What follows belongs to an exercise in optimizing a design on an open flow for a short achievable clock period and few clock cycles per item; a production flow would make more cautious choices.
The RTL was checked by simulation tests, not by an equivalence proof against the original design.
Power figures rest on the tool's default switching activity, not on a simulated workload.

==> design.v <==
typedef enum logic[6:0]
{
    LUI = 7'b0110111,
    AUIPC = 7'b0010111,
    JAL = 7'b1101111,
    JALR = 7'b1100111,
    BRANCH = 7'b1100011 
} opcode_t;
typedef struct packed 
{
    logic [24:0]    body;
    opcode_t        opcode;
} any_type_instr_t;
typedef struct packed 
{
    logic [19:0]    imm;
    logic [4:0]     rd;
    opcode_t        opcode;
} u_type_instr_t;
typedef struct packed 
{
    logic [11:0]    imm;
    logic [4:0]     rs1;
    logic [2:0]     funct3;
    logic [4:0]     rd;
    opcode_t        opcode;
} i_type_instr_t;
typedef struct packed
{   
    logic [6:0]     imm_pt2;
    logic [4:0]     rs2;
    logic [4:0]     rs1;
    logic [2:0]     funct3;
    logic [4:0]     imm_pt1;
    opcode_t        opcode;
} b_type_instr_t;
typedef union packed
{
    logic [31:0]        word;
    any_type_instr_t    any;
    u_type_instr_t      utype;
    i_type_instr_t      itype;
    b_type_instr_t      btype;
} instr_t;
typedef struct packed
{
    logic       pc_in_sel;
    logic [1:0] rd_in_sel;
    logic [2:0] alu_sel;
    logic       rs1_sel;
    logic       rs2_sel;
    logic       regfile_we;
} decoder_ctl_signals_t;
typedef enum logic [2:0]
{
    ADD = 0,
    SUB = 1,
    XOR = 2,
    OR  = 3,
    AND = 4,
    LSR = 5,
    LSL = 6
} alu_op_t;
typedef struct packed 
{
    logic zero;
    logic sign;
    logic overflow;
} alu_flags_t;
typedef enum logic [2:0]
{
    BEQ = 3'b000,
    BNE = 3'b001,
    BLT = 3'b100,
    BGE = 3'b101,
    BLTU = 3'b110,
    BGEU = 3'b111
} branch_t;
module pg_node_p
(
    input g_hi, p_hi, g_lo, p_lo,
    output ng, np
);
    assign ng = ~(g_hi | (p_hi & g_lo));
    assign np = ~(p_hi & p_lo);
endmodule
module pg_node_n
(
    input ng_hi, np_hi, ng_lo, np_lo,
    output g, p
);
    assign g = ~(ng_hi & (np_hi | ng_lo));
    assign p = ~(np_hi | np_lo);
endmodule
module pg_inv
(
    input g_in, p_in,
    output g, p
);
    assign g = ~g_in;
    assign p = ~p_in;
endmodule
module add_gp
(
    input a, b,
    output g, p
);
    assign g = a & b;
    assign p = a | b;
endmodule
module bit_xor
(
    input a, b,
    output x
);
    assign x = a ^ b;
endmodule
module add32
(
    input [31:0] a,
    input [31:0] b,
    output [31:0] s
);
    wire [31:0] x;
    wire [31:0] g0, p0, g1, p1, g2, p2, g3, p3, g4, p4, g5, p5;
    genvar i;
    generate
        for (i = 0; i < 32; i = i + 1)
        begin : lv0
            add_gp l (.a(a[i]), .b(b[i]), .g(g0[i]), .p(p0[i]));
            bit_xor xl (.a(a[i]), .b(b[i]), .x(x[i]));
        end
        for (i = 0; i < 32; i = i + 1)
        begin : lv1
            if (i >= 1)
                pg_node_p n (.g_hi(g0[i]), .p_hi(p0[i]), .g_lo(g0[i-1]), .p_lo(p0[i-1]), .ng(g1[i]), .np(p1[i]));
            else
                pg_inv n (.g_in(g0[i]), .p_in(p0[i]), .g(g1[i]), .p(p1[i]));
        end
        for (i = 0; i < 32; i = i + 1)
        begin : lv2
            if (i >= 2)
                pg_node_n n (.ng_hi(g1[i]), .np_hi(p1[i]), .ng_lo(g1[i-2]), .np_lo(p1[i-2]), .g(g2[i]), .p(p2[i]));
            else
                pg_inv n (.g_in(g1[i]), .p_in(p1[i]), .g(g2[i]), .p(p2[i]));
        end
        for (i = 0; i < 32; i = i + 1)
        begin : lv3
            if (i >= 4)
                pg_node_p n (.g_hi(g2[i]), .p_hi(p2[i]), .g_lo(g2[i-4]), .p_lo(p2[i-4]), .ng(g3[i]), .np(p3[i]));
            else
                pg_inv n (.g_in(g2[i]), .p_in(p2[i]), .g(g3[i]), .p(p3[i]));
        end
        for (i = 0; i < 32; i = i + 1)
        begin : lv4
            if (i >= 8)
                pg_node_n n (.ng_hi(g3[i]), .np_hi(p3[i]), .ng_lo(g3[i-8]), .np_lo(p3[i-8]), .g(g4[i]), .p(p4[i]));
            else
                pg_inv n (.g_in(g3[i]), .p_in(p3[i]), .g(g4[i]), .p(p4[i]));
        end
        for (i = 0; i < 32; i = i + 1)
        begin : lv5
            if (i >= 16)
                pg_node_p n (.g_hi(g4[i]), .p_hi(p4[i]), .g_lo(g4[i-16]), .p_lo(p4[i-16]), .ng(g5[i]), .np(p5[i]));
            else
                pg_inv n (.g_in(g4[i]), .p_in(p4[i]), .g(g5[i]), .p(p5[i]));
        end
    endgenerate
    assign s = {x[31:1] ^ ~g5[30:0], x[0]};
endmodule
module lt_leaf
(
    input a, b,
    output lt, le
);
    assign lt = ~a & b;
    assign le = ~a | b;
endmodule
module lt_node_p
(
    input lt_hi, le_hi, lt_lo, le_lo,
    output nlt, nle
);
    assign nlt = ~(lt_hi | (le_hi & lt_lo));
    assign nle = ~(lt_hi | (le_hi & le_lo));
endmodule
module lt_node_n
(
    input nlt_hi, nle_hi, nlt_lo, nle_lo,
    output lt, le
);
    assign lt = ~(nlt_hi & (nle_hi | nlt_lo));
    assign le = ~(nlt_hi & (nle_hi | nle_lo));
endmodule
module bit_xnor
(
    input a, b,
    output e
);
    assign e = ~(a ^ b);
endmodule
module g_mux2i
(
    input s, a1, a0,
    output y
);
    assign y = ~(s ? a1 : a0);
endmodule
module g_a21oi
(
    input a1, a2, b1,
    output y
);
    assign y = ~((a1 & a2) | b1);
endmodule
module late_sel
(
    input lt_hi, le_hi, lt_lo,
    input eq_low,
    input v_eq, v_lt, v_ge,
    output q
);
    wire nlt, nw;
    g_a21oi l (.a1(le_hi), .a2(lt_lo), .b1(lt_hi), .y(nlt));
    g_mux2i m1 (.s(nlt), .a1(v_ge), .a0(v_lt), .y(nw));
    g_mux2i m2 (.s(eq_low), .a1(~v_eq), .a0(nw), .y(q));
endmodule
module cmp31 #(
    parameter NC = 1      
)
(
    input [30:0] a,
    input [30:0] b,
    output [NC-1:0] lt_hi, le_hi, lt_lo, le_lo,
    output [NC-1:0] eq_low
);
    wire [31:0] lt0, le0;
    assign lt0[31] = 1'b0;
    assign le0[31] = 1'b1;
    wire [15:0] nlt1, nle1;
    wire [7:0]  lt2, le2;
    wire [3:0]  nlt3, nle3;
    wire [30:0] e;
    wire [7:0] ne1;
    wire [3:0] eq2;
    wire [1:0] neq3;
    genvar gi;
    generate
        for (gi = 0; gi < 31; gi = gi + 1)
        begin : g0
            lt_leaf l (.a(a[gi]), .b(b[gi]), .lt(lt0[gi]), .le(le0[gi]));
            bit_xnor x (.a(a[gi]), .b(b[gi]), .e(e[gi]));
        end
        for (gi = 0; gi < 16; gi = gi + 1)
        begin : g1
            lt_node_p n (.lt_hi(lt0[2*gi+1]), .le_hi(le0[2*gi+1]), .lt_lo(lt0[2*gi]), .le_lo(le0[2*gi]),
                         .nlt(nlt1[gi]), .nle(nle1[gi]));
        end
        for (gi = 0; gi < 8; gi = gi + 1)
        begin : g2
            lt_node_n n (.nlt_hi(nlt1[2*gi+1]), .nle_hi(nle1[2*gi+1]), .nlt_lo(nlt1[2*gi]), .nle_lo(nle1[2*gi]),
                         .lt(lt2[gi]), .le(le2[gi]));
        end
        for (gi = 0; gi < 4; gi = gi + 1)
        begin : g3
            lt_node_p n (.lt_hi(lt2[2*gi+1]), .le_hi(le2[2*gi+1]), .lt_lo(lt2[2*gi]), .le_lo(le2[2*gi]),
                         .nlt(nlt3[gi]), .nle(nle3[gi]));
        end
        for (gi = 0; gi < NC; gi = gi + 1)
        begin : g4
            lt_node_n nh (.nlt_hi(nlt3[3]), .nle_hi(nle3[3]), .nlt_lo(nlt3[2]), .nle_lo(nle3[2]),
                          .lt(lt_hi[gi]), .le(le_hi[gi]));
            lt_node_n nl (.nlt_hi(nlt3[1]), .nle_hi(nle3[1]), .nlt_lo(nlt3[0]), .nle_lo(nle3[0]),
                          .lt(lt_lo[gi]), .le(le_lo[gi]));
            g_nor2 e4 (.a(neq3[0]), .b(neq3[1]), .y(eq_low[gi]));
        end
        for (gi = 0; gi < 8; gi = gi + 1)
        begin : e1
            if (gi < 7)
                g_nand4 n (.a(e[4*gi]), .b(e[4*gi+1]), .c(e[4*gi+2]), .d(e[4*gi+3]), .y(ne1[gi]));
            else
                g_nand4 n (.a(e[28]), .b(e[29]), .c(e[30]), .d(1'b1), .y(ne1[gi]));
        end
        for (gi = 0; gi < 4; gi = gi + 1)
        begin : e2
            g_nor2 n (.a(ne1[2*gi]), .b(ne1[2*gi+1]), .y(eq2[gi]));
        end
        for (gi = 0; gi < 2; gi = gi + 1)
        begin : e3
            g_nand2 n (.a(eq2[2*gi]), .b(eq2[2*gi+1]), .y(neq3[gi]));
        end
    endgenerate
endmodule
module jalr_hi_bit
(
    input h, na, z, s, is_jalr, tgt, c,
    output y
);
    wire k1 = is_jalr ? (s ? h : ~h) : tgt;    
    wire k0 = is_jalr ? h : tgt;               
    wire m1 = is_jalr ? (s ? ~h : h) : tgt;    
    wire y1n, y0n;
    g_mux2i p1 (.s(na), .a1(k0), .a0(k1), .y(y1n));
    g_mux2i p0 (.s(z), .a1(m1), .a0(k0), .y(y0n));
    g_mux2i pc (.s(c), .a1(y1n), .a0(y0n), .y(y));
endmodule
module bit_xnor2
(
    input a, b,
    output y
);
    assign y = ~(a ^ b);
endmodule
module jalr_hi
(
    input [19:0] h,
    input s,
    input is_jalr,
    input [19:0] tgt,
    input c,              
    output [19:0] y
);
    wire [19:0] o1, o2, o3, o4, o5, z1, z2, z3, z4, z5;
    genvar i;
    generate
        for (i = 0; i < 20; i = i + 1)
        begin : t
            if (i >= 1) begin : l1
                g_nand2 a (.a(h[i]), .b(h[i-1]), .y(o1[i]));
                g_nor2  b (.a(h[i]), .b(h[i-1]), .y(z1[i]));
            end else begin : l1p
                assign o1[i] = ~h[i];
                assign z1[i] = ~h[i];
            end
            if (i >= 2) begin : l2
                g_nor2  a (.a(o1[i]), .b(o1[i-2]), .y(o2[i]));
                g_nand2 b (.a(z1[i]), .b(z1[i-2]), .y(z2[i]));
            end else begin : l2p
                assign o2[i] = ~o1[i];
                assign z2[i] = ~z1[i];
            end
            if (i >= 4) begin : l3
                g_nand2 a (.a(o2[i]), .b(o2[i-4]), .y(o3[i]));
                g_nor2  b (.a(z2[i]), .b(z2[i-4]), .y(z3[i]));
            end else begin : l3p
                assign o3[i] = ~o2[i];
                assign z3[i] = ~z2[i];
            end
            if (i >= 8) begin : l4
                g_nor2  a (.a(o3[i]), .b(o3[i-8]), .y(o4[i]));
                g_nand2 b (.a(z3[i]), .b(z3[i-8]), .y(z4[i]));
            end else begin : l4p
                assign o4[i] = ~o3[i];
                assign z4[i] = ~z3[i];
            end
            if (i >= 16) begin : l5
                g_nand2 a (.a(o4[i]), .b(o4[i-16]), .y(o5[i]));
                g_nor2  b (.a(z4[i]), .b(z4[i-16]), .y(z5[i]));
            end else begin : l5p
                assign o5[i] = ~o4[i];
                assign z5[i] = ~z4[i];
            end
            if (i == 0) begin : b0
                jalr_hi_bit hb (.h(h[i]), .na(1'b0), .z(1'b1), .s(s), .is_jalr(is_jalr), .tgt(tgt[i]), .c(c),
                                .y(y[i]));
            end else begin : bn
                jalr_hi_bit hb (.h(h[i]), .na(o5[i-1]), .z(z5[i-1]), .s(s), .is_jalr(is_jalr), .tgt(tgt[i]), .c(c),
                                .y(y[i]));
            end
        end
    endgenerate
endmodule
module csel
(
    input c, y1, y0,
    output y
);
    assign y = c ? y1 : y0;
endmodule
module jalr_sel
(
    input [31:0] a,
    input [11:0] imm,
    input is_jalr,
    input [31:0] tgt,
    output [31:0] d
);
    wire [11:0] x, g0, p0, g1, p1, g2, p2, g3, p3, g4, p4;
    genvar i;
    generate
        for (i = 0; i < 12; i = i + 1)
        begin : lv0
            add_gp l (.a(a[i]), .b(imm[i]), .g(g0[i]), .p(p0[i]));
            bit_xor xl (.a(a[i]), .b(imm[i]), .x(x[i]));
        end
        for (i = 0; i < 12; i = i + 1)
        begin : lv1
            if (i >= 1)
                pg_node_p n (.g_hi(g0[i]), .p_hi(p0[i]), .g_lo(g0[i-1]), .p_lo(p0[i-1]), .ng(g1[i]), .np(p1[i]));
            else
                pg_inv n (.g_in(g0[i]), .p_in(p0[i]), .g(g1[i]), .p(p1[i]));
        end
        for (i = 0; i < 12; i = i + 1)
        begin : lv2
            if (i >= 2)
                pg_node_n n (.ng_hi(g1[i]), .np_hi(p1[i]), .ng_lo(g1[i-2]), .np_lo(p1[i-2]), .g(g2[i]), .p(p2[i]));
            else
                pg_inv n (.g_in(g1[i]), .p_in(p1[i]), .g(g2[i]), .p(p2[i]));
        end
        for (i = 0; i < 12; i = i + 1)
        begin : lv3
            if (i >= 4)
                pg_node_p n (.g_hi(g2[i]), .p_hi(p2[i]), .g_lo(g2[i-4]), .p_lo(p2[i-4]), .ng(g3[i]), .np(p3[i]));
            else
                pg_inv n (.g_in(g2[i]), .p_in(p2[i]), .g(g3[i]), .p(p3[i]));
        end
        for (i = 0; i < 12; i = i + 1)
        begin : lv4
            if (i >= 8)
                pg_node_n n (.ng_hi(g3[i]), .np_hi(p3[i]), .ng_lo(g3[i-8]), .np_lo(p3[i-8]), .g(g4[i]), .p(p4[i]));
            else
                pg_inv n (.g_in(g3[i]), .p_in(p3[i]), .g(g4[i]), .p(p4[i]));
        end
        for (i = 1; i < 12; i = i + 1)
        begin : lo
            g_mux2i c (.s(g4[i-1]), .a1(is_jalr ? x[i] : ~tgt[i]), .a0(is_jalr ? ~x[i] : ~tgt[i]), .y(d[i]));
        end
    endgenerate
    assign d[0] = is_jalr ? 1'b0 : tgt[0];
    jalr_hi hi (.h(a[31:12]), .s(imm[11]), .is_jalr(is_jalr), .tgt(tgt[31:12]), .c(g4[11]), .y(d[31:12]));
endmodule
module vcalc
(
    input go, jump, is_br,
    input [2:0] f3,
    input sdiff,
    output v_eq, v_lt, v_ge
);
    reg t_eq, t_lt, t_ge;
    always @*
    begin
        case (f3)
            3'b000: begin t_eq = !sdiff; t_lt = 1'b0;    t_ge = 1'b0;    end
            3'b001: begin t_eq = sdiff;  t_lt = 1'b1;    t_ge = 1'b1;    end
            3'b100: begin t_eq = sdiff;  t_lt = !sdiff;  t_ge = sdiff;   end
            3'b101: begin t_eq = !sdiff; t_lt = sdiff;   t_ge = !sdiff;  end
            default: begin t_eq = 1'b0;  t_lt = 1'b0;    t_ge = 1'b0;    end
        endcase
    end
    assign v_eq = go & (jump | (is_br & t_eq));
    assign v_lt = go & (jump | (is_br & t_lt));
    assign v_ge = go & (jump | (is_br & t_ge));
endmodule
module g_nand3
(
    input a, b, c,
    output y
);
    assign y = ~(a & b & c);
endmodule
module g_inv
(
    input a,
    output y
);
    assign y = ~a;
endmodule
module rf_predec
(
    input [4:0] idx,
    output [3:0] p2,
    output [7:0] p3
);
    wire [4:0] n;
    genvar gi;
    generate
        for (gi = 0; gi < 5; gi = gi + 1)
        begin : iv
            g_inv v (.a(idx[gi]), .y(n[gi]));
        end
        for (gi = 0; gi < 4; gi = gi + 1)
        begin : d2
            g_nand2 g (.a(gi[0] ? idx[0] : n[0]), .b(gi[1] ? idx[1] : n[1]), .y(p2[gi]));
        end
        for (gi = 0; gi < 8; gi = gi + 1)
        begin : d3
            g_nand3 g (.a(gi[0] ? idx[2] : n[2]), .b(gi[1] ? idx[3] : n[3]), .c(gi[2] ? idx[4] : n[4]),
                       .y(p3[gi]));
        end
    endgenerate
endmodule
module rf_dec
(
    input [3:0] p2,
    input [7:0] p3,
    output [31:0] sel
);
    genvar gi;
    generate
        for (gi = 0; gi < 32; gi = gi + 1)
        begin : d
            if (gi == 0)
                assign sel[gi] = 1'b0;
            else
                g_nor2 g (.a(p3[gi / 4]), .b(p2[gi % 4]), .y(sel[gi]));
        end
    endgenerate
endmodule
module g_aoi22
(
    input s0, d0, s1, d1,
    output y
);
    assign y = ~((s0 & d0) | (s1 & d1));
endmodule
module g_nand4
(
    input a, b, c, d,
    output y
);
    assign y = ~(a & b & c & d);
endmodule
module g_nor2
(
    input a, b,
    output y
);
    assign y = ~(a | b);
endmodule
module g_nand2
(
    input a, b,
    output y
);
    assign y = ~(a & b);
endmodule
module rf_bit
(
    input [31:0] sel,
    input [31:0] d,
    output q
);
    wire [15:0] t;
    wire [7:0] u;
    wire [3:0] v;
    wire [1:0] w;
    wire nq;
    genvar gi;
    generate
        for (gi = 0; gi < 16; gi = gi + 1)
        begin : a
            g_aoi22 g (.s0(sel[2*gi]), .d0(d[2*gi]), .s1(sel[2*gi+1]), .d1(d[2*gi+1]), .y(t[gi]));
        end
        for (gi = 0; gi < 8; gi = gi + 1)
        begin : b
            g_nand2 g (.a(t[2*gi]), .b(t[2*gi+1]), .y(u[gi]));
        end
        for (gi = 0; gi < 4; gi = gi + 1)
        begin : c
            g_nor2 g (.a(u[2*gi]), .b(u[2*gi+1]), .y(v[gi]));
        end
        for (gi = 0; gi < 2; gi = gi + 1)
        begin : d_
            g_nand2 g (.a(v[2*gi]), .b(v[2*gi+1]), .y(w[gi]));
        end
    endgenerate
    g_nor2 g (.a(w[0]), .b(w[1]), .y(nq));
    g_inv gq (.a(nq), .y(q));
endmodule
module rf_read
(
    input [31*32-1:0] regs,
    input [4:0] idx,
    output [31:0] q
);
    wire [4*32-1:0] sel;
    wire [3:0] p2;
    wire [7:0] p3;
    rf_predec pd (.idx(idx), .p2(p2), .p3(p3));
    genvar gb, gi;
    generate
        for (gb = 0; gb < 4; gb = gb + 1)
        begin : dec_
            rf_dec dec (.p2(p2), .p3(p3), .sel(sel[32*gb +: 32]));
        end
        for (gb = 0; gb < 32; gb = gb + 1)
        begin : bit_
            wire [31:0] d;
            assign d[0] = 1'b0;
            for (gi = 1; gi < 32; gi = gi + 1)
            begin : r
                assign d[gi] = regs[(gi-1)*32 + gb];
            end
            rf_bit rb (.sel(sel[32*(gb/8) +: 32]), .d(d), .q(q[gb]));
        end
    endgenerate
endmodule
module core
(
    input clk,
    input ce,
    input reset,
    input [31:0] memout,
    output [31:0] memaddr,
    output memrd
);
    localparam NG = 5;
    reg [31:0] seq_r;     
    reg [31:0] alt_r;     
    reg [NG-1:0] r_lt_hi, r_le_hi, r_lt_lo, r_eq_low;
    reg [NG-1:0] r_v_eq, r_v_lt, r_v_ge;
    wire [3:0] use_alt_i;  
    wire [15:0] use_alt_o;  
    reg run;
    reg [31:0] regs [1:31];
    wire [31*32-1:0] regs_flat;
    genvar gi;
    generate
        for (gi = 1; gi < 32; gi = gi + 1)
        begin : flat
            assign regs_flat[(gi-1)*32 +: 32] = regs[gi];
        end
    endgenerate
    genvar gk;
    generate
        for (gk = 0; gk < 16; gk = gk + 1)
        begin : out_dec
            late_sel ls (.lt_hi(r_lt_hi[gk / 4]), .le_hi(r_le_hi[gk / 4]), .lt_lo(r_lt_lo[gk / 4]),
                         .eq_low(r_eq_low[gk / 4]), .v_eq(r_v_eq[gk / 4]), .v_lt(r_v_lt[gk / 4]),
                         .v_ge(r_v_ge[gk / 4]), .q(use_alt_o[gk]));
            assign memaddr[2*gk +: 2] = use_alt_o[gk] ? alt_r[2*gk +: 2] : seq_r[2*gk +: 2];
        end
        for (gk = 0; gk < 4; gk = gk + 1)
        begin : int_dec
            late_sel ls (.lt_hi(r_lt_hi[4]), .le_hi(r_le_hi[4]), .lt_lo(r_lt_lo[4]), .eq_low(r_eq_low[4]),
                         .v_eq(r_v_eq[4]), .v_lt(r_v_lt[4]), .v_ge(r_v_ge[4]), .q(use_alt_i[gk]));
        end
    endgenerate
    wire [31:0] pc = use_alt_i[3] ? alt_r : seq_r;
    wire [6:0] op  = memout[6:0];
    wire [4:0] rd  = memout[11:7];
    wire [2:0] f3  = memout[14:12];
    wire [4:0] rs1 = memout[19:15];
    wire [4:0] rs2 = memout[24:20];
    wire is_lui   = op == 7'b0110111;
    wire is_auipc = op == 7'b0010111;
    wire is_jal   = op == 7'b1101111;
    wire is_jalr  = op == 7'b1100111;
    wire is_br    = op == 7'b1100011;
    wire [31:0] uimm = {memout[31:12], 12'b0};
    wire [31:0] jimm = {{12{memout[31]}}, memout[19:12], memout[20], memout[30:21], 1'b0};
    wire [31:0] bimm = {{20{memout[31]}}, memout[7], memout[30:25], memout[11:8], 1'b0};
    wire [31:0] a, b;
    rf_read rd_a (.regs(regs_flat), .idx(rs1), .q(a));
    rf_read rd_b (.regs(regs_flat), .idx(rs2), .q(b));
    wire [NG-1:0] lt_hi, le_hi, lt_lo, le_lo, eq_low;
    cmp31 #(.NC(NG)) cmp (.a(a[30:0]), .b(b[30:0]), .lt_hi(lt_hi), .le_hi(le_hi), .lt_lo(lt_lo),
                          .le_lo(le_lo), .eq_low(eq_low));
    wire sdiff = a[31] ^ b[31];
    wire go = ce & !reset;
    wire jump = is_jal | is_jalr;
    wire [NG-1:0] v_eq, v_lt, v_ge;
    generate
        for (gk = 0; gk < NG; gk = gk + 1)
        begin : vc
            vcalc c (.go(go), .jump(jump), .is_br(is_br), .f3(f3), .sdiff(sdiff),
                     .v_eq(v_eq[gk]), .v_lt(v_lt[gk]), .v_ge(v_ge[gk]));
        end
    endgenerate
    wire [31:0] pc4, pc_u, alt_d;
    wire [31:0] alt4, seq4, altu, sequ;
    add32 add_a4 (.a(alt_r), .b(32'd4), .s(alt4));
    add32 add_s4 (.a(seq_r), .b(32'd4), .s(seq4));
    add32 add_au (.a(alt_r), .b(uimm), .s(altu));
    add32 add_su (.a(seq_r), .b(uimm), .s(sequ));
    assign pc4  = use_alt_i[0] ? alt4 : seq4;
    assign pc_u = use_alt_i[2] ? altu : sequ;
    wire [31:0] tj, tb;
    add32 add_tj (.a(pc), .b(jimm), .s(tj));
    add32 add_tb (.a(pc), .b(bimm), .s(tb));
    wire [31:0] tgt = is_jal ? tj : tb;
    jalr_sel js (.a(a), .imm(memout[31:20]), .is_jalr(is_jalr), .tgt(tgt), .d(alt_d));
    wire we = is_lui | is_auipc | is_jal | is_jalr;
    wire [31:0] wdata = is_lui   ? uimm :
                        is_auipc ? pc_u : pc4;
    assign memrd = run;
    always @ (posedge clk)
    begin
        alt_r <= alt_d;
        r_lt_hi <= lt_hi;
        r_le_hi <= le_hi;
        r_lt_lo <= lt_lo;
        r_eq_low <= eq_low;
        r_v_eq <= v_eq;
        r_v_lt <= v_lt;
        r_v_ge <= v_ge;
        if (reset)
        begin
            seq_r <= 32'd0;
            run <= 1'b1;
        end
        else if (ce)
        begin
            seq_r <= pc4;
            if (we && rd != 5'd0)
                regs[rd] <= wdata;
        end
        else
            seq_r <= pc;
    end
endmodule
==> flow/run.sh <==
#!/bin/bash
set -euo pipefail
bash standard.sh SETUP_SLACK_MARGIN=6.2 MATCH_CELL_FOOTPRINT=0 finish > flow_make.log 2>&1
==> standard.sh <==
#!/bin/bash
# synth_recipe.tcl (not shown) runs the flow's synth.tcl, then flattens the netlist and writes it again
# the make line also repeats each setting of config.mk as NAME=value (left out here)
make -C /OpenROAD-flow-scripts/flow DESIGN_CONFIG=/design/flow/config.mk WORK_HOME=/design/flow/orfs CLKGATE_MAP_FILE= SYNTH_SCRIPT=/design/flow/synth_recipe.tcl "${@:-finish}"
==> config.mk <==
export PLATFORM = sky130hd
export DESIGN_NAME = core
export DESIGN_NICKNAME = core
export VERILOG_FILES = /design/flow/design.v
export SDC_FILE = /design/flow/constraint.sdc
export NUM_CORES = 4
export LEC_CHECK = 0
export CAP_MARGIN = 20
export CORE_MARGIN = 2
export CORE_UTILIZATION = 40
export PLACE_DENSITY = 0.6
export SLEW_MARGIN = 20
export SYNTH_HIERARCHICAL = 1
export SYNTH_MINIMUM_KEEP_SIZE = 0
export TNS_END_PERCENT = 100
==> constraint.sdc <==
create_clock -name core_clock -period 10.0 [get_ports {clk}]
set_input_delay 2.0000 -clock core_clock [delete_from_list [all_inputs] [get_ports {clk}]]
set_output_delay 2.0000 -clock core_clock [all_outputs]
set_load 0.01 [all_outputs]
==> flow_summary.json, run 1 <==
{
  "worst_pin_slew_ns": 1.01,
  "area_growth_pct": 29.6,
  "hold_buffers": 0,
  "final_max_slew_viol_count": 0,
  "postRouteAntennaNets": 0,
  "critPathArrivalTime_ns": 5.15,
  "clk_path_buf_depth": 3,
  "final_util": 0.521,
  "cpMaxStageDelayCell": "nor2_4",
  "grt_pass1_vias": 59910,
  "ff2ff_path_depth": 16,
  "fin_crit_sh": 0.449,
  "finalWeightedCongestion": 0.985,
  "drive_gt1_frac": 0.493,
  "r2r_start": "r_le_hi[4]",
  "worstSetupPathType": "in -> reg",
  "firstDrtPassIters": 8,
  "r2r_end": "alt_r[20]",
  "pin_count": 68,
  "wl_per_cell_um": 28.9,
  "cpPeakStageDelay_ns": 0.30,
  "vias_per_cell": 5.80,
  "critPathCaptureType": "flip-flop",
  "grt_max_degree": 87,
  "crit_buf_inv": 9,
  "row_count": 157,
  "endpoint": "alt_r[15]",
  "fin_setup_tns_ns": 0,
  "setup_viol": 0,
  "grt-ovfl-total": 0,
  "yosysWarnings": 8,
  "syn_area_sq_um": 73500,
  "die_area_sq_um": 187000,
  "htreeDepth": 3,
  "cts_tree": "yes",
  "maxSlewHeadroom": 0.305,
  "worstPathRequired_ns": 10.66,
  "drt_iter0_drc": 5465,
  "peakVddDrop_v": 0.000142,
  "crit_top_cell": "buf_12",
  "status": "finished clean",
  "worstHoldPathType": "reg -> reg",
  "fin_ws_ns": 5.51,
  "path_clk_slew_ns": 0.07,
  "port_buffers": 66,
  "grt_pass1_wl_um": 421000,
  "grt_usage": 0.312,
  "cts_root_buf": "clkbuf_16",
  "antenna_found_initial": 7,
  "post-place-ws_ns": 2.57,
  "drc": 0,
  "crit_chain": "buf_8, buf_12, clkinvlp_4, nand3_4, buf_6, nor2_4, buf_12, a22oi_2, nand2_1, nor2_2, nand2_2, nor2_2, inv_2, or2_4, nand2_4, o21ai_4, clkinv_4, buf_12, o21ai_4, buf_6, mux2i_1",
  "vias": 60477,
  "fin_worst_skew_ns": 0.0690,
  "fp.coreArea_sq_um": 183000,
  "cts_sinks": 1091,
  "syn_inst": 6851,
  "timing.reg2reg.setup_slack_ns": 5.83,
  "crit_family": "buffers and inverters",
  "power_density_nw_per_um2": 185,
  "hold_slack_ns": 0.988,
  "period_minus_slack_ns": 4.49,
  "worstPathMaxFanout": 7,
  "rsz0062_at_grt": "yes",
  "postSynthAreaPerCell_sq_um": 10.7,
  "die_h_um": 433,
  "cap_violations": 0,
  "die_w_um": 433,
  "finalHoldViolCount": 0,
  "wl_um": 301000,
  "final_area_sq_um": 95300,
  "final_nets": 7883,
  "dp.final_hpwl_um": 203000,
  "start_kind": "input port",
  "cts_inserted_buffers": 118,
  "leakagePower_nw": 33.2,
  "place_area_sq_um": 80600,
  "clk_latency_ns": 0.80,
  "startpoint": "memout[18]",
  "timing.fmax_ghz": 0.223,
  "cp.depth": 21,
  "initial_utilization": 0.402
}
power breakdown:
part,leakage [nW],internal [W],switching [W]
sequential,9.73,0.00550,0.000392
clock,2.10,0.00288,0.00200
combinational,21.3,0.00259,0.00430
total,33.2,0.0110,0.00669
final cells by class:
class	instances	area [sq um]
fillers	15972	87600
multi-input cells	5709	47100
flip-flops and latches	1091	31800
repair buffers	610	7620
clock buffers	139	3130
well taps	2464	3080
inverters	318	1300
clock inverters	86	1190
diodes	8	20.0
sequential cells by signal, indices dropped and copies added (netlist names):
| name | flops |
|---|---|
| regs | 992 |
| r_lt_lo | 5 |
| r_eq_low | 5 |
| r_v_eq | 5 |
| r_le_hi | 5 |
| r_v_ge | 5 |
| r_v_lt | 5 |
| r_lt_hi | 5 |
| seq_r | 32 |
| alt_r | 32 |
worst min-delay path, cell delays in order, from the launching register on:
cell and delay [ns]:
dfxtp_1 0.41, mux2_2 0.37, nor2_1 0.10, a211oi_1 0.06
how the worst min path moves through the flow:
stage	endpoint	slack (ns)	start	cells after the start
global placement	seq_r[31]	0.94	seq_r[31]	3
floorplan	seq_r[31]	0.80	seq_r[31]	3
detailed placement	seq_r[31]	0.95	seq_r[31]	3
finish	seq_r[31]	0.99	seq_r[31]	3
global route	seq_r[31]	1.0	seq_r[31]	3
CTS	seq_r[31]	0.96	seq_r[31]	3
timing repair:
action	CTS	global route
gates cloned	42	10
pin swaps	223	142
resized for setup	1450	287
setup buffers	272	82
endpoints found under the setup margin	1838	965
metrics by stage:
step / instances / power, W
after floorplan: 7175 / 0.00951
after detailed placement: 9786 / 0.0114
final: 10425 / 0.0177
after global routing: 10418 / 0.0182
after global placement: 9773 / 0.0114
after CTS: 10325 / 0.0171
layout by cell type (no fill, tap or decap), drive strengths merged:
cell	n
nand3b	11
clkdlybuf4s50	1
inv	312
clkbuf	200
dlymetal6s2s	12
nor3	1
mux2	156
conb	340
nor2	956
nand2	1065
clkinvlp	18
xnor2	252
diode	8
nand2b	30
buf	536
nand4	8
and3	1
or3	3
and3b	1
a21oi	528
xor2	209
bufinv	24
clkinv	50
and2	198
nand3	19
nor2b	33
a22oi	1024
dfxtp	99
or3b	3
o21ai	383
a211oi	63
edfxtp	992
and2b	5
mux2i	216
nor3b	1
or2	203
per-layer routing:
metal  share of wire  vias to the layer above  track usage
li1                -                    26757            -
met1            0.41                    30423        0.414
met2            0.45                     2639        0.490
met3           0.078                      658       0.0469
met4           0.062                        0        0.172
met5               0                        -            0
Testbench counts, summed over its fixed seeds: cycles 32,896, fetches 32,768.
==> run 2: changes to the inputs <==
--- a/design.v
+++ b/design.v
@@ -317,7 +317,7 @@
     input s,
     input is_jalr,
     input [19:0] tgt,
-    input c,              
+    input [3:0] c,        
     output [19:0] y
 );
     wire [19:0] o1, o2, o3, o4, o5, z1, z2, z3, z4, z5;
@@ -361,10 +361,10 @@
                 assign z5[i] = ~z4[i];
             end
             if (i == 0) begin : b0
-                jalr_hi_bit hb (.h(h[i]), .na(1'b0), .z(1'b1), .s(s), .is_jalr(is_jalr), .tgt(tgt[i]), .c(c),
+                jalr_hi_bit hb (.h(h[i]), .na(1'b0), .z(1'b1), .s(s), .is_jalr(is_jalr), .tgt(tgt[i]), .c(c[i / 5]),
                                 .y(y[i]));
             end else begin : bn
-                jalr_hi_bit hb (.h(h[i]), .na(o5[i-1]), .z(z5[i-1]), .s(s), .is_jalr(is_jalr), .tgt(tgt[i]), .c(c),
+                jalr_hi_bit hb (.h(h[i]), .na(o5[i-1]), .z(z5[i-1]), .s(s), .is_jalr(is_jalr), .tgt(tgt[i]), .c(c[i / 5]),
                                 .y(y[i]));
             end
         end
@@ -427,7 +427,14 @@
         end
     endgenerate
     assign d[0] = is_jalr ? 1'b0 : tgt[0];
-    jalr_hi hi (.h(a[31:12]), .s(imm[11]), .is_jalr(is_jalr), .tgt(tgt[31:12]), .c(g4[11]), .y(d[31:12]));
+    wire [3:0] c12, c12p;
+    generate
+        for (i = 0; i < 4; i = i + 1)
+        begin : cc
+            pg_node_n n (.ng_hi(g3[11]), .np_hi(p3[11]), .ng_lo(g3[3]), .np_lo(p3[3]), .g(c12[i]), .p(c12p[i]));
+        end
+    endgenerate
+    jalr_hi hi (.h(a[31:12]), .s(imm[11]), .is_jalr(is_jalr), .tgt(tgt[31:12]), .c(c12), .y(d[31:12]));
 endmodule
 module vcalc
 (
==> run 2 against run 1 <==
Still clean on timing, DRC and antenna. Non-clock buffer count up 58. Sequential share of layout area shrank 0.56 points. First-iteration DRC count increased by 16%. Maximum frequency rose by 3.2%. Critical path type is now reg -> out. Critical endpoint is now memaddr[20].
==> flow_summary.json, run 2 <==
{
  "grt_pass1_vias": 59919,
  "grt_max_degree": 75,
  "fp.coreArea_sq_um": 183000,
  "crit_chain": "a21oi_2, mux2i_1, mux2i_2, buf_4, mux2_4, buf_6",
  "clk_path_buf_depth": 3,
  "fin_crit_sh": 0.435,
  "crit_buf_inv": 2,
  "final_nets": 7955,
  "fin_setup_tns_ns": 0,
  "cpPeakStageDelay_ns": 0.44,
  "power_density_nw_per_um2": 185,
  "cts_inserted_buffers": 118,
  "port_buffers": 66,
  "grtUsageMet1": 0.414,
  "dp.final_hpwl_um": 206000,
  "finalWeightedCongestion": 0.993,
  "drive_gt1_frac": 0.502,
  "die_h_um": 433,
  "wl_um": 310000,
  "cts_sinks": 1091,
  "crit_family": "multiplexers",
  "vias_per_cell": 5.85,
  "top_register": "regs",
  "final_common_cell": "a22oi_2",
  "start_kind": "flip-flop",
  "antenna_found_initial": 15,
  "drt_iter0_drc": 6352,
  "worstPathRequired_ns": 8.00,
  "worstPathMaxFanout": 4,
  "largest_reg_flops": 992,
  "worstSetupPathType": "reg -> out",
  "syn_area_sq_um": 73500,
  "finalHoldViolCount": 0,
  "area_growth_pct": 31.7,
  "use_met2": 0.501,
  "worst_pin_slew_ns": 1.25,
  "cpMaxStageDelayCell": "dfxtp_2",
  "postSynthAreaPerCell_sq_um": 10.7,
  "grt_pass1_wl_um": 425000,
  "grt-ovfl-total": 0,
  "period_minus_slack_ns": 4.35,
  "syn_inst": 6854,
  "final_util": 0.530,
  "fin_worst_skew_ns": 0.0820,
  "status": "finished clean",
  "postRouteAntennaNets": 0,
  "critPathArrivalTime_ns": 2.35,
  "clk_latency_ns": 0.79,
  "wl_per_cell_um": 29.6,
  "hold_slack_ns": 0.889,
  "setup_viol": 0,
  "drc": 0,
  "reg_top3": "regs x992, alt_r x32, seq_r x32",
  "final_max_slew_viol_count": 0,
  "grt-busiest-layer": "met2",
  "row_count": 157,
  "pin_count": 68,
  "hold_buffers": 0,
  "cts_tree": "yes",
  "multiInputGateArea_sq_um": 47800,
  "yosysWarnings": 8,
  "use_met3": 0.0477,
  "firstDrtPassIters": 6,
  "leakagePower_nw": 33.7,
  "timing.fmax_ghz": 0.230,
  "report.power.total_w": 0.0179,
  "maxSlewHeadroom": 0.145,
  "critPathCaptureType": "output pin",
  "grt_usage": 0.315,
  "die_w_um": 433,
  "vias": 61410,
  "die_area_sq_um": 187000,
  "register_area_sq_um": 31800,
  "htreeDepth": 3,
  "initial_utilization": 0.402,
  "path_clk_slew_ns": 0.06,
  "final_cell_mix": "a22oi_2, edfxtp_1, nand2_1",
  "peakVddDrop_v": 0.000171,
  "fillers": 15768,
  "cap_violations": 0,
  "worstHoldPathType": "reg -> reg",
  "cts_root_buf": "clkbuf_16",
  "rsz0062_at_grt": "yes"
}
-- run 2: cell count changes in the layout (fill, tap and decap cells not counted), sizes merged, moves of 3 or more --
cell / previous run / this run
inv: 312 / 309
nand2: 1065 / 1072
bufinv: 24 / 17
mux2i: 216 / 219
clkbuf: 200 / 193
clkinvlp: 18 / 27
buf: 536 / 598
-- run 2: routing by layer --
layer | share of wire | wire length, um
met2 | 0.45 | 140000
met1 | 0.41 | 126000
met5 | 0.00020 | 63
met3 | 0.079 | 24400
met4 | 0.062 | 19300
-- run 2: timing repair --
item,CTS,global route
pin swaps,296,218
buffers inserted,328,108
endpoints found under the setup margin,2068,1416
resized for setup,1152,444
gates cloned,44,25
-- run 2: area by class of cell --
cell class | count | share of cell area
Multi-Input combinational cell | 5720 | 0.494
Sequential cell | 1091 | 0.328
Timing Repair Buffer | 668 | 0.0895
Tap cell | 2464 | 0.0318
Clock buffer | 136 | 0.0318
Inverter | 318 | 0.0138
Clock inverter | 81 | 0.0104
Antenna cell | 9 | 0.000232
Timing Repair inverter | 3 | 0.000220
-- run 2: path summary, 6_finish.rpt --
| kind | from | endpoint | slack (ns) | cells past startpoint |
|---|---|---|---|---|
| min reg2reg | seq_r[31] | seq_r[31] | 0.89 | 3 |
| min | seq_r[31] | seq_r[31] | 0.89 | 3 |
| max reg2reg | r_le_hi[4] | alt_r[18] | 5.90 | 16 |
| max | r_lt_lo[2] | memaddr[20] | 5.65 | 6 |
-- run 2: power by group --
| group | switching (W) | total [W] | internal (W) |
|---|---|---|---|
| Clock | 0.00199 | 0.00463 | 0.00264 |
| Combinational | 0.00452 | 0.00732 | 0.00280 |
| Sequential | 0.000434 | 0.00594 | 0.00550 |
-- run 2: worst reg2reg max path: cells and delay by family, from the launching register on --
| family | cells | cell delay [ns] |
|---|---|---|
| buf+inv | 1 | 0.29 |
| xor+xnor | 1 | 0.14 |
| compound gates | 6 | 0.87 |
| mux | 7 | 1.91 |
| simple gates | 1 | 0.36 |
| flops | 1 | 0.40 |
-- run 2: through the flow --
step / instances / area (sq um) / setup slack [ns]
after floorplan: 7178 / 77500 / 5.43
after global placement: 9759 / 81700 / 3.16
after detailed placement: 9759 / 81700 / 3.10
after CTS: 10348 / 93600 / 5.67
after global routing: 10483 / 96900 / 5.62
final: 10490 / 96900 / 5.65
Testbench counts of run 2, summed over its fixed seeds: cycles 32,896, fetches 32,768.
==> run 3: changes to the inputs <==
--- a/design.v
+++ b/design.v
@@ -115,6 +115,13 @@
 );
     assign x = a ^ b;
 endmodule
+module carry3
+(
+    input g_a, p_a, g_b, p_b, g_c,
+    output c
+);
+    assign c = g_a | (p_a & g_b) | (p_a & p_b & g_c);
+endmodule
 module add32
 (
     input [31:0] a,
@@ -427,11 +434,11 @@
         end
     endgenerate
     assign d[0] = is_jalr ? 1'b0 : tgt[0];
-    wire [3:0] c12, c12p;
+    wire [3:0] c12;
     generate
         for (i = 0; i < 4; i = i + 1)
         begin : cc
-            pg_node_n n (.ng_hi(g3[11]), .np_hi(p3[11]), .ng_lo(g3[3]), .np_lo(p3[3]), .g(c12[i]), .p(c12p[i]));
+            carry3 n (.g_a(g2[11]), .p_a(p2[11]), .g_b(g2[7]), .p_b(p2[7]), .g_c(g2[3]), .c(c12[i]));
         end
     endgenerate
     jalr_hi hi (.h(a[31:12]), .s(imm[11]), .is_jalr(is_jalr), .tgt(tgt[31:12]), .c(c12), .y(d[31:12]));
@@ -635,7 +642,8 @@
             late_sel ls (.lt_hi(r_lt_hi[gk / 4]), .le_hi(r_le_hi[gk / 4]), .lt_lo(r_lt_lo[gk / 4]),
                          .eq_low(r_eq_low[gk / 4]), .v_eq(r_v_eq[gk / 4]), .v_lt(r_v_lt[gk / 4]),
                          .v_ge(r_v_ge[gk / 4]), .q(use_alt_o[gk]));
-            assign memaddr[2*gk +: 2] = use_alt_o[gk] ? alt_r[2*gk +: 2] : seq_r[2*gk +: 2];
+            g_mux2i m0 (.s(use_alt_o[gk]), .a1(~alt_r[2*gk]), .a0(~seq_r[2*gk]), .y(memaddr[2*gk]));
+            g_mux2i m1 (.s(use_alt_o[gk]), .a1(~alt_r[2*gk+1]), .a0(~seq_r[2*gk+1]), .y(memaddr[2*gk+1]));
         end
         for (gk = 0; gk < 4; gk = gk + 1)
         begin : int_dec
==> run 3 against run 2 <==
Non-clock buffer count shrank 69. Setup slack gained 0.0035 ns. Critical endpoint unchanged. First-iteration DRC count shrank 2.7%. Maximum frequency is essentially flat. Flip-flop and latch count is the same. Synthesized area grew 0.28%. Register-to-register slack lost 0.02 ns. Largest power group unchanged. Power shrank 0.67%. Critical path depth is the same. Largest cell class unchanged. Sequential power shrank 1%. Still clean on timing, DRC and antenna. Global-route usage grew 0.13 points. Cell area shrank 0.50%.
==> flow_summary.json, run 3 <==
{
  "status": "finished clean",
  "min_to": "seq_r[31]",
  "critPathCaptureType": "output pin",
  "finalHoldViolCount": 0,
  "drt_iter0_drc": 6182,
  "crit_chain": "a21oi_4, mux2i_2, mux2i_2, buf_4, mux2i_2, buf_2",
  "clk_latency_ns": 0.80,
  "initial_utilization": 0.403,
  "worstPathRequired_ns": 8.00,
  "rsz0062_at_grt": "yes",
  "htreeDepth": 3,
  "min_path_cells": 3,
  "clk_path_buf_depth": 3,
  "die_w_um": 433,
  "worstPathMaxFanout": 4,
  "ff2ff_path_depth": 14,
  "grt-ovfl-total": 0,
  "grt_pass1_wl_um": 428000,
  "setup_viol": 0,
  "dp.final_hpwl_um": 202000,
  "period_minus_slack_ns": 4.35,
  "drive_gt1_frac": 0.490,
  "vias": 61303,
  "worst_pin_slew_ns": 1.19,
  "cts_root_buf": "clkbuf_16",
  "yosysWarnings": 8,
  "timing.reg2reg.setup_slack_ns": 5.88,
  "critPathArrivalTime_ns": 2.35,
  "fp.coreArea_sq_um": 183000,
  "final_common_cell": "a22oi_2",
  "die_area_sq_um": 188000,
  "cpMaxStageDelayCell": "dfxtp_4",
  "grt_max_degree": 68,
  "cpPeakStageDelay_ns": 0.38,
  "r2r_end": "alt_r[31]",
  "worstSetupPathType": "reg -> out",
  "power_density_nw_per_um2": 184,
  "crit_top_cell": "mux2i_2",
  "r2r_start": "r_eq_low[4]",
  "maxSlewHeadroom": 0.191,
  "fillers": 15913,
  "syn_area_sq_um": 73700,
  "fin_crit_sh": 0.435,
  "fin_setup_tns_ns": 0,
  "final_cell_mix": "a22oi_2, edfxtp_1, nand2_1",
  "hold_buffers": 0,
  "min_from": "seq_r[31]",
  "grt_usage": 0.317,
  "grt_pass1_vias": 60270,
  "pin_count": 68,
  "timing.fmax_ghz": 0.230,
  "syn_inst": 6924,
  "cap_violations": 0,
  "start_kind": "flip-flop",
  "port_buffers": 66,
  "vias_per_cell": 5.84,
  "die_h_um": 433,
  "post-place-ws_ns": 2.62,
  "final_nets": 7954,
  "wl_per_cell_um": 29.2,
  "leakagePower_nw": 33.6,
  "fin_worst_skew_ns": 0.0422,
  "fin_ws_ns": 5.65,
  "firstDrtPassIters": 6,
  "drc": 0,
  "cts_tree": "yes",
  "antenna_found_initial": 7,
  "cts_sinks": 1091,
  "final_max_slew_viol_count": 0,
  "worstHoldPathType": "reg -> reg",
  "postSynthAreaPerCell_sq_um": 10.7,
  "path_clk_slew_ns": 0.06,
  "largest_reg_flops": 992,
  "top_register": "regs",
  "cts_inserted_buffers": 120,
  "reg_top3": "regs x992, alt_r x32, seq_r x32",
  "postRouteAntennaNets": 0,
  "area_growth_pct": 30.7,
  "peakVddDrop_v": 0.000189,
  "row_count": 157,
  "wl_um": 307000,
  "finalWeightedCongestion": 0.976
}
==> run 3: critical path: cells and delay by family (launching register included) <==
family	cells	cell delay, ns
mux	3	0.62
buf+inv	2	0.36
compound gates	1	0.19
flops	1	0.38
==> run 3: timing repair <==
item / in CTS / in global routing
pin swaps: 315 / 161
endpoints found under the setup margin: 2052 / 1399
cloned: 51 / 11
buffers inserted: 291 / 62
gates resized for setup: 1521 / 270
==> run 3: final cells by class <==
cell class                      instances  area [sq um]  area share
Tap cell                             2464          3080      0.0320
Sequential cell                      1091         31800       0.330
Multi-Input combinational cell       5725         47700       0.495
Antenna cell                           10          25.0    0.000260
Clock inverter                         80          1060      0.0110
Clock buffer                          144          3190      0.0331
Inverter                              382          1550      0.0161
Timing Repair Buffer                  599          7980      0.0828
==> run 3: through the flow <==
| step | util | area, sq um | total power, W | hold slack [ns] | std cells |
|---|---|---|---|---|---|
| after floorplan | - | 76600 | 0.00955 | 0.800 | 7248 |
| after global placement | 0.442 | 80800 | 0.0114 | 0.879 | 9839 |
| after detailed placement | 0.442 | 81000 | 0.0115 | 0.912 | 9844 |
| after CTS | 0.515 | 94400 | 0.0171 | 0.921 | 10410 |
| after global routing | 0.526 | 96400 | 0.0183 | 0.980 | 10488 |
| final | 0.526 | 96400 | 0.0178 | 0.949 | 10495 |
==> run 3: worst max path at each step <==
stage	startpoint	endpoint	slack, ns	depth (start not counted)
2_1_floorplan	memout[15]	alt_r[12]	5.36	15
3_3_place_gp	memout[15]	r_lt_hi[3]	2.20	15
3_5_place_dp	memout[15]	r_lt_hi[2]	2.62	17
4_1_cts	r_le_hi[0]	memaddr[1]	5.70	6
5_1_grt	r_le_hi[2]	memaddr[20]	5.65	6
6_report	r_le_hi[2]	memaddr[20]	5.65	6
==> run 3: report_power, final <==
group	leakage, nW	internal, W	switching, W
sequential	9.73	0.00550	0.000362
clock	2.07	0.00284	0.00198
combinational	21.8	0.00262	0.00446
total	33.6	0.0110	0.00680
==> run 3: per-layer routing <==
| metal | track usage | vias up | wire (um) |
|---|---|---|---|
| met5 | 0 | - | 7 |
| met4 | 0.168 | 2 | 19600 |
| met3 | 0.0521 | 690 | 25400 |
| met2 | 0.505 | 2895 | 139000 |
| met1 | 0.411 | 30799 | 123000 |
| li1 | - | 26917 | - |
Testbench counts of run 3, summed over its fixed seeds: cycles 32,896, fetches 32,768.
==> run 4: changes to the inputs <==
--- a/config.mk
+++ b/config.mk
@@ -7,7 +7,7 @@
 export LEC_CHECK = 0
 export CAP_MARGIN = 20
 export CORE_MARGIN = 2
-export CORE_UTILIZATION = 40
+export CORE_UTILIZATION = 48
 export PLACE_DENSITY = 0.6
 export SLEW_MARGIN = 20
 export SYNTH_HIERARCHICAL = 1
==> run 4 against run 3 <==
Critical path type is now in -> reg. Non-clock buffer count shrank 4. Clock skew down 0.0033 ns. Critical endpoint is now alt_r[18]. Largest cell class unchanged. Still clean on timing, DRC and antenna. Wire length is 1.4% higher. Maximum frequency increased by 1.2%.
==> flow_summary.json, run 4 <==
{
  "status": "finished clean",
  "fillers": 12021,
  "rsz0062_at_grt": "yes",
  "grt_max_degree": 66,
  "power_density_nw_per_um2": 188,
  "grt_pass1_wl_um": 430000,
  "wl_per_cell_um": 30.9,
  "clk_path_buf_depth": 3,
  "cpPeakStageDelay_ns": 0.28,
  "min_path_cells": 3,
  "final_nets": 7965,
  "start_kind": "input port",
  "cts_tree": "yes",
  "cts_root_buf": "clkbuf_16",
  "peakVddDrop_v": 0.000201,
  "cap_violations": 0,
  "vias_per_cell": 6.13,
  "drive_gt1_frac": 0.492,
  "fin_crit_sh": 0.429,
  "maxSlewHeadroom": 0.164,
  "hold_slack_ns": 0.895,
  "wl_um": 311000,
  "syn_inst": 6924,
  "initial_utilization": 0.484,
  "cts_inserted_buffers": 130,
  "post-place-ws_ns": 2.90,
  "postSynthAreaPerCell_sq_um": 10.7,
  "p_sw_frac": 0.388,
  "postRouteAntennaNets": 0,
  "vias": 61625,
  "row_count": 143,
  "timing.fmax_ghz": 0.233,
  "final_max_slew_viol_count": 0,
  "grt_pass1_vias": 60251,
  "ff2ff_path_depth": 16,
  "syn_area_sq_um": 73700,
  "timing.reg2reg.setup_slack_ns": 5.94,
  "die_w_um": 396,
  "clockPowerShare": 0.264,
  "final_area_sq_um": 96000,
  "drt_iter0_drc": 6292,
  "p_comb_frac": 0.407,
  "finalWeightedCongestion": 0.988,
  "crit_buf_inv": 8,
  "critPathArrivalTime_ns": 4.94,
  "r2r_end": "alt_r[18]",
  "period_minus_slack_ns": 4.29,
  "multiInputGateArea_sq_um": 47900,
  "register_area_sq_um": 31800,
  "largest_reg_flops": 992,
  "worstHoldPathType": "reg -> reg",
  "area_growth_pct": 30.2,
  "p_seq_frac": 0.329,
  "grt-ovfl-total": 0,
  "power.switching_w": 0.00700,
  "crit_chain": "buf_6, buf_12, clkinvlp_4, buf_12, nand2_8, clkbuf_16, nor2_4, buf_12, buf_6, a22oi_2, nand2_1, nor2_1, nand2_1, nor2_2, inv_2, or2_4, a21oi_4, o21ai_4, a21oi_4, nand2_4, mux2i_2",
  "fin_ws_ns": 5.71,
  "intPower_w": 0.0110,
  "antenna_found_initial": 8,
  "fp.coreArea_sq_um": 152000,
  "final_cell_mix": "a22oi_2, edfxtp_1, nand2_1",
  "grtUsageMet1": 0.502,
  "worstPathRequired_ns": 10.65,
  "cts_sinks": 1091,
  "fin_worst_skew_ns": 0.0389,
  "leakagePower_nw": 33.5,
  "clk_latency_ns": 0.79,
  "die_area_sq_um": 157000,
  "min_to": "seq_r[31]",
  "fin_setup_tns_ns": 0,
  "report.power.total_w": 0.0180,
  "worstPathMaxFanout": 8,
  "grt_usage": 0.383,
  "place_area_sq_um": 80400,
  "top_register": "regs",
  "yosysWarnings": 8,
  "crit_family": "simple AND/OR/NAND/NOR gates",
  "critPathCaptureType": "flip-flop",
  "crit_top_cell": "buf_12",
  "grt-busiest-layer": "met2",
  "worst_pin_slew_ns": 1.22,
  "htreeDepth": 4,
  "setup_viol": 0,
  "firstDrtPassIters": 6,
  "r2r_start": "r_le_hi[4]",
  "finalHoldViolCount": 0,
  "final_common_cell": "a22oi_2",
  "port_buffers": 66,
  "cpMaxStageDelayCell": "or2_4",
  "min_from": "seq_r[31]",
  "use_met3": 0.0747,
  "die_h_um": 396,
  "dp.final_hpwl_um": 203000,
  "pin_count": 68,
  "use_met2": 0.596,
  "reg_top3": "regs x992, alt_r x32, seq_r x32",
  "path_clk_slew_ns": 0.06,
  "worstSetupPathType": "in -> reg",
  "drc": 0
}
==> run 4: cell count changes in the layout (fill, tap and decap cells not counted), moves of 12 or more <==
| cell | delta |
|---|---|
| clkbuf_16 | +12 |
| clkbuf_1 | +12 |
| nand2_1 | -33 |
| nor2_2 | -28 |
| nor2_4 | +18 |
| nand2_2 | +30 |
==> run 4: worst max-delay path by stage <==
stage	from	end	cells past startpoint
floorplan	memout[15]	alt_r[12]	15
global placement	memout[15]	alt_r[26]	17
detailed placement	memout[15]	alt_r[21]	17
CTS	r_le_hi[0]	memaddr[1]	6
global route	memout[17]	alt_r[8]	21
finish	memout[16]	alt_r[18]	21
==> run 4: final cells by class <==
cell class                 count  area share
multi-input combinational   5729       0.499
sequential                  1091       0.331
timing repair buffer         595      0.0830
clock buffer                 160      0.0360
tap                         2030      0.0265
inverter                     382      0.0161
clock inverter                65     0.00753
antenna                        5    0.000130
timing repair inverter         1   0.0000782
==> run 4: through the flow <==
stage | std cells | util
3_3_place_gp | 9391 | 0.527
6_report | 10058 | 0.630
5_1_grt | 10053 | 0.630
3_5_place_dp | 9400 | 0.528
2_1_floorplan | 7248 | -
4_1_cts | 9970 | 0.618
==> run 4: per-layer routing <==
metal | routed length, um | vias to the layer above
met5 | 22 | -
met4 | 22400 | 4
met3 | 27800 | 841
met2 | 139000 | 3051
met1 | 122000 | 30776
li1 | - | 26953
==> run 4: power by group through the flow <==
stage / registers [W] / clock network [W] / logic [W]
5_1_grt: 0.00592 / 0.00497 / 0.00762
3_5_place_dp: 0.00599 / 0 / 0.00547
2_1_floorplan: 0.00574 / 0 / 0.00381
4_1_cts: 0.00590 / 0.00479 / 0.00662
6_report: 0.00593 / 0.00475 / 0.00733
3_3_place_gp: 0.00600 / 0 / 0.00541
==> run 4: tightest hold or removal path: stages, from the launching register on <==
cell and delay (ns):
dfxtp_1 0.34, mux2_2 0.33, nor2_1 0.11, a211oi_1 0.06
==> run 4: what timing repair did <==
item | 4_1_cts | 5_1_grt
buffers inserted | 289 | 71
gates resized for setup | 1583 | 218
hold buffers | 0 | 0
pin swaps | 377 | 129
gates cloned | 56 | 12
endpoints found under the setup margin | 1896 | 1268
endpoints found under the hold margin | 0 | 0
==> run 5: changes to the inputs <==
--- a/config.mk
+++ b/config.mk
@@ -7,7 +7,7 @@
 export LEC_CHECK = 0
 export CAP_MARGIN = 20
 export CORE_MARGIN = 2
-export CORE_UTILIZATION = 48
+export CORE_UTILIZATION = 55
 export PLACE_DENSITY = 0.6
 export SLEW_MARGIN = 20
 export SYNTH_HIERARCHICAL = 1
==> run 5 against run 4 <==
Still clean. Clock power shrank 7.2%. Sequential power shrank 0.8%. Final cell count down 1.7%. Cell area is 0.25% higher. Critical endpoint is now memaddr[25]. Largest cell class unchanged. Largest power group unchanged.
==> flow_summary.json, run 5 <==
{
  "finalWeightedCongestion": 1.06,
  "port_buffers": 66,
  "vias_per_cell": 6.48,
  "grt-ovfl-total": 0,
  "yosysWarnings": 8,
  "worst_pin_slew_ns": 1.19,
  "postSynthAreaPerCell_sq_um": 10.7,
  "finalHoldViolCount": 0,
  "final_max_slew_viol_count": 0,
  "drt_iter0_drc": 9141,
  "cap_violations": 0,
  "grt_pass1_vias": 60581,
  "drc": 0,
  "timing.fmax_ghz": 0.227,
  "final_common_cell": "a22oi_2",
  "top_register": "regs",
  "fin_crit_sh": 0.440,
  "maxSlewHeadroom": 0.184,
  "worstPathRequired_ns": 8.00,
  "wl_um": 311000,
  "die_w_um": 370,
  "reg_top3": "regs x992, alt_r x32, seq_r x32",
  "worstHoldPathType": "reg -> reg",
  "hold_buffers": 0,
  "fin_setup_tns_ns": 0,
  "leakagePower_nw": 33.9,
  "vias": 64117,
  "grt_usage": 0.434,
  "critPathCaptureType": "output pin",
  "row_count": 134,
  "dp.final_hpwl_um": 198000,
  "cpMaxStageDelayCell": "dfxtp_4",
  "grt_pass1_wl_um": 427000,
  "htreeDepth": 3,
  "cts_tree": "yes",
  "power_density_nw_per_um2": 185,
  "area_growth_pct": 30.5,
  "initial_utilization": 0.553,
  "firstDrtPassIters": 8,
  "final_nets": 8042,
  "rsz0062_at_grt": "yes",
  "status": "finished clean",
  "period_minus_slack_ns": 4.40,
  "worstSetupPathType": "reg -> out",
  "cts_inserted_buffers": 117,
  "clk_latency_ns": 0.79,
  "cpPeakStageDelay_ns": 0.40,
  "syn_inst": 6924,
  "drive_gt1_frac": 0.495,
  "grt_max_degree": 65,
  "hold_slack_ns": 0.963,
  "largest_reg_flops": 992,
  "antenna_found_initial": 16,
  "cts_root_buf": "clkbuf_16",
  "fin_worst_skew_ns": 0.0598,
  "critPathArrivalTime_ns": 2.40,
  "wl_per_cell_um": 31.4,
  "peakVddDrop_v": 0.000165,
  "start_kind": "flip-flop",
  "crit_top_cell": "mux2i_2",
  "die_h_um": 370,
  "postRouteAntennaNets": 0,
  "path_clk_slew_ns": 0.07,
  "die_area_sq_um": 137000,
  "clk_path_buf_depth": 3,
  "setup_viol": 0,
  "crit_chain": "a21oi_2, mux2i_1, mux2i_2, buf_4, mux2i_2, buf_2",
  "pin_count": 68,
  "syn_area_sq_um": 73700,
  "final_cell_mix": "a22oi_2, edfxtp_1, nand2_1",
  "worstPathMaxFanout": 4,
  "fp.coreArea_sq_um": 133000,
  "cts_sinks": 1091
}
[run 5: routing by layer]
metal	GRT usage	vias to the layer above	wire, um
met2	0.617	4370	128000
met4	0.236	6	21300
li1	-	27076	-
met5	0	-	44
met3	0.133	1017	40500
met1	0.590	31648	121000
[run 5: power breakdown]
part | switching, W | total, W | leakage [nW] | internal (W)
clock network | 0.00195 | 0.00441 | 1.86 | 0.00246
registers | 0.000374 | 0.00588 | 9.73 | 0.00550
logic | 0.00469 | 0.00749 | 22.3 | 0.00281
total | 0.00702 | 0.0178 | 33.9 | 0.0108
[run 5: repair_timing]
| action | CTS | global route |
|---|---|---|
| setup buffers | 323 | 120 |
| gates resized for setup | 1485 | 326 |
| gates cloned | 55 | 16 |
| endpoints found under the setup margin | 1861 | 1933 |
| pin swaps | 285 | 185 |
[run 5: final timing paths]
| path | depth (start not counted) | slack (ns) | from | end |
|---|---|---|---|---|
| max reg2reg | 16 | 5.81 | r_lt_lo[4] | alt_r[27] |
| min reg2reg | 3 | 0.96 | seq_r[31] | seq_r[31] |
| max | 6 | 5.60 | r_lt_lo[3] | memaddr[25] |
| min | 3 | 0.96 | seq_r[31] | seq_r[31] |
[run 5: layout make-up]
cell class	count	area, sq um
Multi-Input combinational cell	5726	47700
Sequential cell	1091	31800
Antenna cell	12	30.0
Clock inverter	85	836
Tap cell	1768	2210
Inverter	382	1530
Clock buffer	136	3020
Timing Repair Buffer	689	9080
Fill cell	9420	37100
[run 5: critical path: cells and delay by family, from the launching register on]
kind	cells	cell delay [ns]
AO/OA/AOI/OAI	1	0.16
buffers and inverters	2	0.37
flip-flops	1	0.40
multiplexers	3	0.70
[run 5: through the flow]
| step | util | cell area, sq um | total power [W] | std cells | worst slack [ns] |
|---|---|---|---|---|---|
| 2_1_floorplan | - | 76600 | 0.00955 | 7248 | 5.36 |
| 3_3_place_gp | 0.600 | 79900 | 0.0113 | 9140 | 2.86 |
| 3_5_place_dp | 0.600 | 80000 | 0.0114 | 9142 | 2.78 |
| 4_1_cts | 0.701 | 93500 | 0.0169 | 9741 | 5.66 |
| 5_1_grt | 0.722 | 96200 | 0.0182 | 9877 | 5.60 |
| 6_report | 0.722 | 96200 | 0.0178 | 9889 | 5.60 |
==> run 6: changes to the inputs <==
--- a/design.v
+++ b/design.v
@@ -618,13 +618,13 @@
     output [31:0] memaddr,
     output memrd
 );
-    localparam NG = 5;
+    localparam NG = 9;
     reg [31:0] seq_r;     
     reg [31:0] alt_r;     
     reg [NG-1:0] r_lt_hi, r_le_hi, r_lt_lo, r_eq_low;
     reg [NG-1:0] r_v_eq, r_v_lt, r_v_ge;
     wire [3:0] use_alt_i;  
-    wire [15:0] use_alt_o;  
+    wire [31:0] use_alt_o;  
     reg run;
     reg [31:0] regs [1:31];
     wire [31*32-1:0] regs_flat;
@@ -637,18 +637,17 @@
     endgenerate
     genvar gk;
     generate
-        for (gk = 0; gk < 16; gk = gk + 1)
+        for (gk = 0; gk < 32; gk = gk + 1)
         begin : out_dec
             late_sel ls (.lt_hi(r_lt_hi[gk / 4]), .le_hi(r_le_hi[gk / 4]), .lt_lo(r_lt_lo[gk / 4]),
                          .eq_low(r_eq_low[gk / 4]), .v_eq(r_v_eq[gk / 4]), .v_lt(r_v_lt[gk / 4]),
                          .v_ge(r_v_ge[gk / 4]), .q(use_alt_o[gk]));
-            g_mux2i m0 (.s(use_alt_o[gk]), .a1(~alt_r[2*gk]), .a0(~seq_r[2*gk]), .y(memaddr[2*gk]));
-            g_mux2i m1 (.s(use_alt_o[gk]), .a1(~alt_r[2*gk+1]), .a0(~seq_r[2*gk+1]), .y(memaddr[2*gk+1]));
+            g_mux2i m (.s(use_alt_o[gk]), .a1(~alt_r[gk]), .a0(~seq_r[gk]), .y(memaddr[gk]));
         end
         for (gk = 0; gk < 4; gk = gk + 1)
         begin : int_dec
-            late_sel ls (.lt_hi(r_lt_hi[4]), .le_hi(r_le_hi[4]), .lt_lo(r_lt_lo[4]), .eq_low(r_eq_low[4]),
-                         .v_eq(r_v_eq[4]), .v_lt(r_v_lt[4]), .v_ge(r_v_ge[4]), .q(use_alt_i[gk]));
+            late_sel ls (.lt_hi(r_lt_hi[8]), .le_hi(r_le_hi[8]), .lt_lo(r_lt_lo[8]), .eq_low(r_eq_low[8]),
+                         .v_eq(r_v_eq[8]), .v_lt(r_v_lt[8]), .v_ge(r_v_ge[8]), .q(use_alt_i[gk]));
         end
     endgenerate
     wire [31:0] pc = use_alt_i[3] ? alt_r : seq_r;
--- a/config.mk
+++ b/config.mk
@@ -7,7 +7,7 @@
 export LEC_CHECK = 0
 export CAP_MARGIN = 20
 export CORE_MARGIN = 2
-export CORE_UTILIZATION = 55
+export CORE_UTILIZATION = 40
 export PLACE_DENSITY = 0.6
 export SLEW_MARGIN = 20
 export SYNTH_HIERARCHICAL = 1
==> run 6 against run 5 <==
Power grew 5.5%. Final cell count increased by 9.4%. Global-route usage decreased by 12 points. Register-to-register slack worse by 0.10 ns. Flip-flop and latch count grew 28. Highest routed layer is now met4. Synthesized cell count rose by 2.2%. Utilization is 19 points lower. Setup slack lost 0.012 ns. Critical path type is now in -> reg. Wire length grew 1.3%. Count of clock-buffer cells in the layout is 3 lower. First-iteration DRC count fell by 31%.
==> flow_summary.json, run 6 <==
{
  "final_cell_mix": "a22oi_2, edfxtp_1, nand2_1",
  "status": "finished clean",
  "die_w_um": 438,
  "cts_inserted_buffers": 121,
  "leakagePower_nw": 34.9,
  "timing.reg2reg.setup_slack_ns": 5.71,
  "hold_slack_ns": 0.950,
  "critPathCaptureType": "flip-flop",
  "finalHoldViolCount": 0,
  "drt_iter0_drc": 6268,
  "area_growth_pct": 32.8,
  "fillers": 16019,
  "fin_worst_skew_ns": 0.115,
  "cts_tree": "yes",
  "timing.fmax_ghz": 0.227,
  "drive_gt1_frac": 0.497,
  "die_h_um": 438,
  "grt_max_degree": 78,
  "worstPathRequired_ns": 10.63,
  "wl_per_cell_um": 29.1,
  "clk_latency_ns": 0.82,
  "power_density_nw_per_um2": 188,
  "largest_reg_flops": 992,
  "finalWeightedCongestion": 0.982,
  "worstSetupPathType": "in -> reg",
  "drc": 0,
  "path_clk_slew_ns": 0.06,
  "peakVddDrop_v": 0.000151,
  "hold_buffers": 0,
  "final_util": 0.534,
  "htreeDepth": 3,
  "vias": 62407,
  "cts_sinks": 1119,
  "grt_pass1_vias": 61592,
  "pin_count": 68,
  "startpoint": "memout[17]",
  "die_area_sq_um": 191000,
  "row_count": 159,
  "vias_per_cell": 5.77,
  "cap_violations": 0,
  "grt_usage": 0.315,
  "r2r_start": "r_eq_low[8]",
  "post-place-ws_ns": 2.96,
  "critPathArrivalTime_ns": 5.04,
  "syn_inst": 7076,
  "fp.coreArea_sq_um": 187000,
  "firstDrtPassIters": 6,
  "setup_viol": 0,
  "clk_path_buf_depth": 3
}
run 6: what timing repair did:
item                                     CTS  global route
endpoints found under the hold margin      0             0
endpoints found under the setup margin  1770          1302
setup buffers                            392            98
gates resized for setup                 1160           330
gates cloned                              57            23
pin swaps                                313           193
run 6: cell type report:
| cell class | count | area [sq um] | area share |
|---|---|---|---|
| clock inverter | 97 | 1250 | 0.0126 |
| timing repair buffer | 720 | 9480 | 0.0949 |
| inverter | 398 | 1620 | 0.0162 |
| sequential | 1119 | 32400 | 0.325 |
| tap | 2495 | 3120 | 0.0313 |
| multi-input combinational | 5841 | 48800 | 0.489 |
| timing repair inverter | 2 | 12.5 | 0.000125 |
| clock buffer | 133 | 3110 | 0.0312 |
| antenna | 14 | 35.0 | 0.000351 |
run 6: where the power goes:
group	internal (W)	switching, W	leakage [nW]
logic	0.00297	0.00479	22.8
registers	0.00563	0.000432	9.96
clock network	0.00291	0.00202	2.10
total	0.0115	0.00724	34.9
run 6: routing by layer:
metal | vias up | track usage | wire length, um
li1 | 27724 | - | -
met1 | 31067 | 0.391 | 123000
met2 | 2797 | 0.498 | 141000
met3 | 819 | 0.0618 | 25400
met4 | 0 | 0.207 | 25400
met5 | - | 0 | 0
run 6: per-stage QoR:
| step | power [W] | area (sq um) | instances |
|---|---|---|---|
| 3_5_place_dp | 0.0119 | 83500 | 10005 |
| 5_1_grt | 0.0193 | 99900 | 10809 |
| 2_1_floorplan | 0.00979 | 79300 | 7400 |
| 6_report | 0.0188 | 99900 | 10819 |
| 4_1_cts | 0.0180 | 97100 | 10684 |
| 3_3_place_gp | 0.0118 | 83500 | 10005 |
run 6: worst min path at each step:
stage                    from         to  slack, ns  cells past startpoint
finish              seq_r[31]  seq_r[31]       0.95                      3
global route        seq_r[31]  seq_r[31]        1.0                      3
CTS                 seq_r[31]  seq_r[31]       0.94                      3
detailed placement  seq_r[31]  seq_r[31]       0.94                      3
global placement    seq_r[31]  seq_r[31]       0.93                      3
floorplan           seq_r[31]  seq_r[31]       0.80                      3
run 6: worst max-delay path: stages:
cell	delay (ns)
buf_8	0.10
buf_12	0.14
clkinvlp_4	0.10
buf_6	0.10
nand3_4	0.18
buf_12	0.24
buf_4	0.15
nor2_4	0.28
a22oi_2	0.13
nand2_1	0.07
nor2_1	0.05
nand2_1	0.22
nor2_4	0.12
inv_6	0.14
nand2b_1	0.08
a21oi_2	0.20
o21ai_4	0.08
a21oi_4	0.16
buf_12	0.16
buf_12	0.17
o21ai_1	0.09
Testbench counts of run 6, summed over its fixed seeds: cycles 32,896, fetches 32,768.

Re-timed with assumed drivers on the ports (clkbuf_16 on the clock, buf_2 on other inputs), run 6 has 5.581 ns of setup slack against 5.586 ns with ideal ports, and 4.787 ns once port delays also move by the mid clock arrival of 0.845 ns.
